This is an optimization exercise on Yosys and OpenROAD, whose aim is small area, not a production implementation.
In this exercise RTL edits were held to simulation tests only and were not proved equivalent to the original.
Power is estimated from default activity; no workload was simulated.

## flow/config.mk

```make
export PLATFORM = sky130hd
export DESIGN_NAME = Circuit
export DESIGN_NICKNAME = Circuit
export VERILOG_FILES = /design/flow/design.v
export SDC_FILE = /design/flow/constraint.sdc
export NUM_CORES = 4
export LEC_CHECK = 0
export CAP_MARGIN = 20
export CORE_MARGIN = 2
export CORE_UTILIZATION = 40
export SLEW_MARGIN = 20
```

## flow/constraint.sdc

```tcl
create_clock -name core_clock -period 10.0 [get_ports {clk}]
set_input_delay 2.0000 -clock core_clock [delete_from_list [all_inputs] [get_ports {clk}]]
set_output_delay 2.0000 -clock core_clock [all_outputs]
set_load 0.01 [all_outputs]
```

## flow/design.v

```verilog
module Circuit (
    input clk,
    input entry_sensor,
    input exit_sensor,
    input [1:0] switch,
    input reset,
    output [3:0] parking_slots,
    output door_open_light,
    output full_light,
    output [2:0] capacity,
    output [2:0] best_place,
    output [7:0] sev_data,
    output [4:0] sev_sel
);
  reg [4:0] c;
  reg [6:0] l;
  wire lt = (l[5:0] == 6'h2a);
  wire lfb = (l[0] ^ l[6]) & ~lt;
  always @(posedge clk or posedge reset) begin
    if (reset) begin
      c <= 5'd0;
      l <= 7'h54;
    end else begin
      c <= c + 5'd1;
      l <= {l[5:0], lfb};
    end
  end
  wire en_fast = ~c[0];
  wire lt7 = lt & (c[2:0] == 3'b111);
  wire en_2Hz = lt7 & ~c[3];
  wire en_1Hz = lt7 & c[3] & ~c[4];
  reg [1:0] ze, zx;
  reg de, dx;
  always @(posedge clk or posedge reset) begin
    if (reset) begin
      ze <= 2'd0; de <= 1'b0;
      zx <= 2'd0; dx <= 1'b0;
    end else begin
      ze <= {~entry_sensor & (ze[1] ^ ze[0]), ~entry_sensor & ~ze[0]};
      de <= &ze;
      zx <= {~exit_sensor & (zx[1] ^ zx[0]), ~exit_sensor & ~zx[0]};
      dx <= &zx;
    end
  end
  reg [3:0] state;
  reg pulse;
  wire full = &state;
  wire ent = en_fast & de & ~dx;
  wire ext = en_fast & dx & ~de;
  wire [3:0] fill = {state[3] | (&state[2:0]), state[2] | (&state[1:0]), state[1] | state[0], 1'b1};
  wire [3:0] sw_dec = 4'b0001 << switch;
  wire do_ent = ent & ~full;
  wire do_ext = ext & |(state & sw_dec);
  always @(posedge clk or posedge reset) begin
    if (reset) begin
      state <= 4'd0;
      pulse <= 1'b0;
    end else begin
      if (do_ent) state <= fill;
      else if (do_ext) state <= state & ~sw_dec;
      pulse <= do_ent | do_ext;
    end
  end
  assign parking_slots = state;
  reg [2:0] cap_v;
  assign capacity = cap_v;
  always @(*) begin
    case (state)
      4'b0000: cap_v = 3'd4;
      4'b0001, 4'b0010, 4'b0100, 4'b1000: cap_v = 3'd3;
      4'b0111, 4'b1011, 4'b1101, 4'b1110: cap_v = 3'd1;
      4'b1111: cap_v = 3'd0;
      default: cap_v = 3'd2;
    endcase
  end
  assign best_place = full ? 3'd5 :
                      ~state[0] ? 3'd0 :
                      ~state[1] ? 3'd1 :
                      ~state[2] ? 3'd2 : 3'd3;
  reg dtl, dled;
  reg [1:0] dp;
  wire didle = ~(dp[1] | dp[0]);
  always @(posedge clk or posedge reset) begin
    if (reset) begin
      dtl <= 1'b0; dled <= 1'b0; dp <= 2'b00;
    end else begin
      if (pulse) dtl <= 1'b1;
      else if (en_2Hz & didle) dtl <= 1'b0;
      if (en_2Hz) begin
        if (didle) begin
          dled <= dtl;
          dp <= {dtl, 1'b0};
        end else begin
          dled <= ~dled & ~dp[0];
          if (~dled) dp <= {1'b0, dp[1]};
        end
      end
    end
  end
  assign door_open_light = dled;
  reg ftl, fled;
  reg [1:0] fp;
  wire fidle = ~(fp[1] | fp[0]);
  always @(posedge clk or posedge reset) begin
    if (reset) begin
      ftl <= 1'b0; fled <= 1'b0; fp <= 2'b00;
    end else begin
      if (ent & full) ftl <= 1'b1;
      else if (en_1Hz & fidle) ftl <= 1'b0;
      if (en_1Hz) begin
        if (fidle) begin
          fled <= ftl;
          fp <= {ftl, ftl};
        end else begin
          fled <= ~fled & ~(fp == 2'b01);
          if (~fled) fp <= fp - 2'd1;
        end
      end
    end
  end
  assign full_light = fled;
  reg [9:0] r;
  wire tick = ((r & 10'h0ef) == 10'h026);
  wire rfb = (r[8] ^ r[9]) & ~tick;
  reg sx, sy, sz;
  reg [2:0] val;
  always @(posedge clk or posedge reset) begin
    if (reset) begin
      r <= 10'h04c;
      sx <= 1'b0; sy <= 1'b0; sz <= 1'b0;
      val <= 3'd0;
    end else begin
      r <= {r[8:0], rfb};
      if (tick) begin
        sx <= (sy & sz) | ~(sx | sy | sz);
        sy <= sx | (~sy & sz);
        sz <= sy ^ sz;
        val <= sx ? capacity : best_place;
      end
    end
  end
  assign sev_sel = {1'b0, sx, sy & ~sz, ~sy & sz, sy & sz};
  reg [7:0] seg;
  always @(*) begin
    case (val)
      3'd0: seg = 8'b00111111;
      3'd1: seg = 8'b00000110;
      3'd2: seg = 8'b01011011;
      3'd3: seg = 8'b01001111;
      3'd4: seg = 8'b01100110;
      3'd5: seg = 8'b01101101;
      default: seg = 8'b00000000;
    endcase
  end
  assign sev_data = sy ? seg : 8'b0;
endmodule
```

## flow/run.sh

```bash
#!/bin/bash
# synth_recipe.tcl (not shown) runs the flow's synth.tcl, then flattens the netlist and writes it again
# the make line also repeats each setting of config.mk as NAME=value (left out here)
make -C /OpenROAD-flow-scripts/flow DESIGN_CONFIG=/design/flow/config.mk WORK_HOME=/design/flow/orfs CLKGATE_MAP_FILE= SYNTH_SCRIPT=/design/flow/synth_recipe.tcl finish
```

==> results.ini, run 1 <==
[floorplan]
design.die.area_um2=5810
core_region_area_um2=5070
dieHeight_um=76.3
rows=26
die_w_um=76.3
ioPinCount=31
initial_core_util_pct=41.1

[clock_network]
htree_levels=2
cts_tree=built
ctsResizeCount=0
cts-root-buf=clkbuf_8
cts-hold-fix-buffers=0
clock_path_buffers=2
clk_pin_slew_ns=0.08
cts.sinks=47
cts_buffers=5
clkLatencyLatePin_ns=0.29
post-cts-setup-buffer-count=0

[outcome]
status=no timing/DRC/antenna violations

[routing]
via_per_inst=4.98
drtAntennaViolNets=0
firstDrtPassIters=4
routed_wl_um=3600
drtIter0Drc=147
wire_per_inst_um=12.9
drc_errors=0
vias=1393

[logic_synthesis]
synth-edff-count=0
yosys_register_bits=47
synth_cells=180
syn_area_per_cell_um2=11.6
yosys.cell_count.top_type=dfrtp_1
synth_common_cells=dfrtp_1, nor2_1, a21oi_1, ha_1, inv_1
syn_area_um2=2090
async_reset_ff_share_pct=100
ys.flop_type=dfrtp_1
synth_warnings=1
synth_top_area_share_pct=49.1
yosys-top-cells-area=dfrtp_1, dfstp_2, ha_1
yosysSeqAreaShare_pct=56.7
synth_top_cell_by_area=dfrtp_1
synthDistinctLibCells=42

[worst_setup_path]
critPathMaxFanout=7
worstPathArrival_ns=2.19
slowest_stage=clkdlybuf4s50_1
worstSetupStartpointType=register
cp.required_ns=8.00
crit_type=register to output port
crit_path_cell_trace=inv_1 -> ha_1 -> nor2b_1 -> a211oi_1 -> a21o_1 -> clkdlybuf4s50_1
max_stage_delay_ns=0.53
ff2ff_setup_slack_ns=8.15
cp-end-kind=output port

[sta]
finalCriticalPeriod_ns=4.19
tightest_slew_ns=0.601
hold_viol=0
period_share_pct=41.9
hold_slack_ns=0.355
setup-violations-final=0
max_slew_margin_pct=59.9
tns_ns=0
fmax_mhz=239
slew_viol_final=0
rsz0062_at_grt=no
clock_skew_ns=0.00611

[global_route]
grt_usage_pct=13.6
grt_start_max_net_pins=48
grt_pass1_wl_um=6360
overflow=0
grt_pass1_vias=1347
antenna_found_initial=0

[place]
dp_hpwl_um=2640
finalWeightedCongestion=0.732
portBuffers=28

[min_path]
hp-class=register to register

[pwr]
finalPower_w=0.000459
ir_worst_vdd_v=0.0000919
p_leak_nw=1.12
p_per_area_nw_per_um2=183

[cells_and_area]
layout.nets=226
syn_to_final_growth_pct=19.8
layout-drive-gt1-share_pct=10.0
final_util_pct=49.3
diodes=0
fillers=489
final-seq-area_um2=1180
multi_input_area_um2=813

[run]
cap_violations=0

cells in the final DEF, fill, tap and decap left out, types with 2 or more instances in the layout:
cell	instances
o22ai_1	2
clkbuf_8	5
xnor2_1	6
nor2_1	12
o21ai_0	7
clkinv_1	2
ha_1	11
a211oi_1	3
dfrtp_1	41
inv_1	10
nor3b_1	5
dfstp_2	6
conb_1	2
a21oi_1	11
nand3_1	3
a31oi_1	3
nand2b_1	4
o21a_1	2
mux2_2	2
a21o_1	2
a41oi_1	2
clkdlybuf4s50_1	28
nor3_1	6
nor2b_1	5
nand2_1	10
power breakdown:
group          leakage [nW]  switching [W]  internal [W]
sequential            0.599      0.0000203      0.000201
combinational         0.475      0.0000578     0.0000709
clock                0.0412      0.0000598     0.0000489
cell families after synthesis:
family,synth area share [%]
mux,2.16
simple gates,15.0
buf+inv,4.55
other cells,0.180
compound gates,11.1
fa+ha+maj,6.59
xor+xnor,3.65
flops,56.7
layout make-up:
cell class                 instances  share of cell area [%]
clock inverter                     2                   0.500
clock buffer                       6                    2.90
multi-input combinational        114                    32.5
sequential                        47                    47.3
tap                               70                    3.50
timing repair buffer              29                    11.5
inverter                          12                    1.80
per-stage QoR:
step	setup slack [ns]	cell area, um^2	std cells
final	5.81	2500	280
after global routing	5.71	2500	280
after CTS	5.79	2500	280
after detailed placement	6.13	2420	272
after global placement	6.22	2420	272
after floorplan	6.74	2090	181
layer usage:
layer / routed length [um] / GRT usage (%) / up-vias / share of wire [%]
met2: 1730 / 21.8 / 31 / 48
met4: 29 / 3.82 / 0 / 0.81
met5: 0 / 0 / - / 0
met1: 1680 / 18.3 / 683 / 47
li1: - / - / 675 / -
met3: 157 / 3.67 / 4 / 4.4
worst max-delay path: cells and delay by family (launching register included):
family	cells	cell delay, ns
DFF	1	0.48
adders and majority gates	1	0.20
AOI/OAI and AO/OA	2	0.44
buffers and inverters	2	0.65
and+or+nand+nor	1	0.12
registers in the layout (all words and copies together), names as in the netlist, 2 cells and up:
register  count
zx            2
c             5
val           3
fp            2
dp            2
state         4
r            10
l             7
ze            2
final timing paths:
| path | start | depth (start not counted) | endpoint |
|---|---|---|---|
| max | state[0] | 6 | capacity[1] |
| min | r[4] | 0 | r[5] |
| max reg2reg | c[0] | 5 | fled |
| min reg2reg | r[4] | 0 | r[5] |
| max in group asynchronous | reset | 3 | r[2] |
| min in group asynchronous | reset | 3 | r[4] |
==> run 2, diff against run 1 <==
--- a/flow/config.mk
+++ b/flow/config.mk
@@ -8,4 +8,7 @@
 export CAP_MARGIN = 20
 export CORE_MARGIN = 2
 export CORE_UTILIZATION = 40
+export CTS_BUF_LIST = sky130_fd_sc_hd__clkbuf_8
+export CTS_CLUSTER_DIAMETER = 200
+export CTS_CLUSTER_SIZE = 50
 export SLEW_MARGIN = 20
==> results.ini, run 2 <==
[outcome]
status=no timing/DRC/antenna violations  ; unchanged

[global_route]
grt_usage_pct=13.6  ; unchanged
grt_pass1_wl_um=6360  ; unchanged
grt_pass1_vias=1347  ; unchanged
overflow=0  ; unchanged
grt_start_max_net_pins=48  ; unchanged
antenna_found_initial=0  ; unchanged

[clock_network]
clock_path_buffers=2  ; unchanged
clk_pin_slew_ns=0.08  ; about the same
clkLatencyLatePin_ns=0.29  ; about the same
post-cts-setup-buffer-count=0  ; unchanged
cts_buffers=5  ; unchanged
ctsResizeCount=0  ; unchanged
cts-root-buf=clkbuf_8  ; unchanged
cts_tree=built  ; unchanged
cts.sinks=47  ; unchanged
htree_levels=2  ; unchanged
cts-hold-fix-buffers=0  ; unchanged

[logic_synthesis]
synthDistinctLibCells=42  ; unchanged
yosys.cell_count.top_type=dfrtp_1  ; unchanged
synth_compound_area_share_pct=11.1  ; unchanged
synthMuxAreaShare_pct=2.16  ; unchanged
synth-xor-area-share_pct=3.65  ; unchanged
yosysSeqAreaShare_pct=56.7  ; unchanged
synth_top_cell_by_area=dfrtp_1  ; unchanged
synth_cells=180  ; unchanged
yosys-top-cells-area=dfrtp_1, dfstp_2, ha_1  ; unchanged
syn_area_per_cell_um2=11.6  ; unchanged
syn_area_um2=2090  ; unchanged
yosys_register_bits=47  ; unchanged
synth_common_cells=dfrtp_1, nor2_1, a21oi_1, ha_1, inv_1  ; unchanged
synth_top_family_by_area=simple AND/OR/NAND/NOR gates  ; unchanged
ys.flop_type=dfrtp_1  ; unchanged
yosys.area_share.simple_pct=15.0  ; unchanged
synth_top_area_share_pct=49.1  ; unchanged
synth_adder_area_share_pct=6.59  ; unchanged
synth_warnings=1  ; unchanged
synth-edff-count=0  ; unchanged
async_reset_ff_share_pct=100  ; unchanged

[floorplan]
die_w_um=76.3  ; unchanged
core_region_area_um2=5070  ; unchanged
design.die.area_um2=5810  ; unchanged
rows=26  ; unchanged
dieHeight_um=76.3  ; unchanged
initial_core_util_pct=41.1  ; unchanged
ioPinCount=31  ; unchanged

[routing]
firstDrtPassIters=4  ; unchanged
routed_wl_um=3600  ; about the same
drtIter0Drc=147  ; unchanged
via_per_inst=4.98  ; about the same
drtAntennaViolNets=0  ; unchanged
vias=1395  ; was 1,393
drc_errors=0  ; unchanged
wire_per_inst_um=12.8  ; was 12.9 um

[cells_and_area]
final_util_pct=49.3  ; unchanged
top_regs=r x10, l x7, c x5  ; unchanged
final_cell_mix=dfrtp_1, clkdlybuf4s50_1, nor2_1  ; unchanged
final-seq-area_um2=1180  ; unchanged
syn_to_final_growth_pct=19.8  ; unchanged
regMostFlops=r  ; unchanged
layout.nets=226  ; unchanged
layout_commonest_cell=dfrtp_1  ; unchanged
multi_input_area_um2=813  ; unchanged
diodes=0  ; unchanged
fillers=489  ; unchanged
largest_reg_flops=10  ; unchanged
layout-drive-gt1-share_pct=10.0  ; unchanged
post_layout_nonfiller_instances=280  ; unchanged

[worst_setup_path]
worstSetupStartpointType=register  ; unchanged
cp-end-kind=output port  ; unchanged
critPathMaxFanout=7  ; unchanged
crit_type=register to output port  ; unchanged
cp.required_ns=8.00  ; about the same
worstPathArrival_ns=2.19  ; about the same
max_stage_delay_ns=0.53  ; about the same
crit_path_cell_trace=inv_1 -> ha_1 -> nor2b_1 -> a211oi_1 -> a21o_1 -> clkdlybuf4s50_1  ; unchanged
slowest_stage=clkdlybuf4s50_1  ; unchanged

[sta]
tns_ns=0  ; unchanged
setup-violations-final=0  ; unchanged
hold_viol=0  ; unchanged
clock_skew_ns=0.00611  ; unchanged
max_slew_margin_pct=59.9  ; unchanged
tightest_slew_ns=0.601  ; unchanged
slew_viol_final=0  ; unchanged
rsz0062_at_grt=no  ; unchanged
finalCriticalPeriod_ns=4.19  ; about the same
fmax_mhz=239  ; about the same
period_share_pct=41.9  ; about the same

[min_path]
hp-class=register to register  ; unchanged

[place]
dp_hpwl_um=2640  ; unchanged
placed_cells=272  ; unchanged
portBuffers=28  ; unchanged
finalWeightedCongestion=0.732  ; unchanged

[pwr]
ir_worst_vdd_v=0.0000919  ; about the same
p_leak_nw=1.12  ; about the same
p_per_area_nw_per_um2=183  ; about the same

[run]
cap_violations=0  ; unchanged

run 2: cell counts after synthesis:
Identical to the previous run, type by type.
run 2: through the flow:
step / hold WS [ns] / total power [W] / setup slack [ns] / area (um^2)
6_report: 0.355 / 0.000458 / 5.81 / 2500
5_1_grt: 0.372 / 0.000488 / 5.71 / 2500
4_1_cts: 0.358 / 0.000464 / 5.79 / 2500
3_5_place_dp: 0.339 / 0.000353 / 6.13 / 2420
3_3_place_gp: 0.340 / 0.000350 / 6.22 / 2420
2_1_floorplan: 0.331 / 0.000295 / 6.74 / 2090
run 2: path summary, 6_finish.rpt:
kind	to	cells past startpoint	slack [ns]	start
min	r[5]	0	0.36	r[4]
min reg2reg	r[5]	0	0.36	r[4]
max reg2reg	fled	5	8.15	c[0]
max in group asynchronous	r[2]	3	7.46	reset
min in group asynchronous	r[4]	3	2.16	reset
max	capacity[1]	6	5.81	state[0]
run 2: cell families after synthesis:
| kind of cell | count (synthesis) |
|---|---|
| AO/OA/AOI/OAI | 37 |
| XOR/XNOR | 7 |
| adder cells (fa/ha/maj) | 11 |
| buffers and inverters | 20 |
| flip-flops | 47 |
| multiplexers | 3 |
| other | 1 |
| AND/OR/NAND/NOR | 54 |
run 2: report_power, final:
part / internal (W) / switching [W]
sequential: 0.000201 / 0.0000203
clock: 0.0000478 / 0.0000598
combinational: 0.0000709 / 0.0000578
total: 0.000320 / 0.000138
run 2: area by class of cell:
class,count,area share (%)
well taps,70,3.50
clock inverters,3,0.650
multi-input cells,114,32.5
repair buffers,29,11.5
inverters,12,1.80
flip-flops and latches,47,47.3
clock buffers,5,2.75
run 2: layer usage:
| metal | global-route usage [%] | vias to the layer above | wire [um] |
|---|---|---|---|
| li1 | - | 675 | - |
| met1 | 18.3 | 685 | 1670 |
| met2 | 21.8 | 31 | 1740 |
| met3 | 3.67 | 4 | 157 |
| met4 | 3.82 | 0 | 29 |
| met5 | 0 | - | 0 |
run 2: worst max-delay path, delay by kind of cell, from the launching register on:
| kind | cells | cell delay (ns) |
|---|---|---|
| AOI/OAI and AO/OA | 2 | 0.44 |
| adders and majority gates | 1 | 0.20 |
| buffers and inverters | 2 | 0.65 |
| DFF | 1 | 0.48 |
| and+or+nand+nor | 1 | 0.12 |

[what the ideal ports hide]
The results above use ideal ports. As a check the final layouts listed here were re-extracted and re-timed, cells and wires unchanged. Step 1 assumes that a clkbuf_16 drives the clock port and a buf_2 every other input. Step 2, shift: input delay + t, output delay - t, t = (earliest + latest rising clock arrival at the registers) / 2. This alone moves slack from input paths to output paths. a / b / c = ideal ports / drivers / drivers and shift; a / b = the first two.
| run | t (ns) | setup slack, ns | worst setup path at the end |
|---|---|---|---|
| run 1 | 0.314 | 5.813 / 5.787 / 6.101 | register to output |
| run 2 | 0.314 | 5.813 / 5.788 / 6.101 | register to output |
After both steps setup and hold are still met in every run listed.
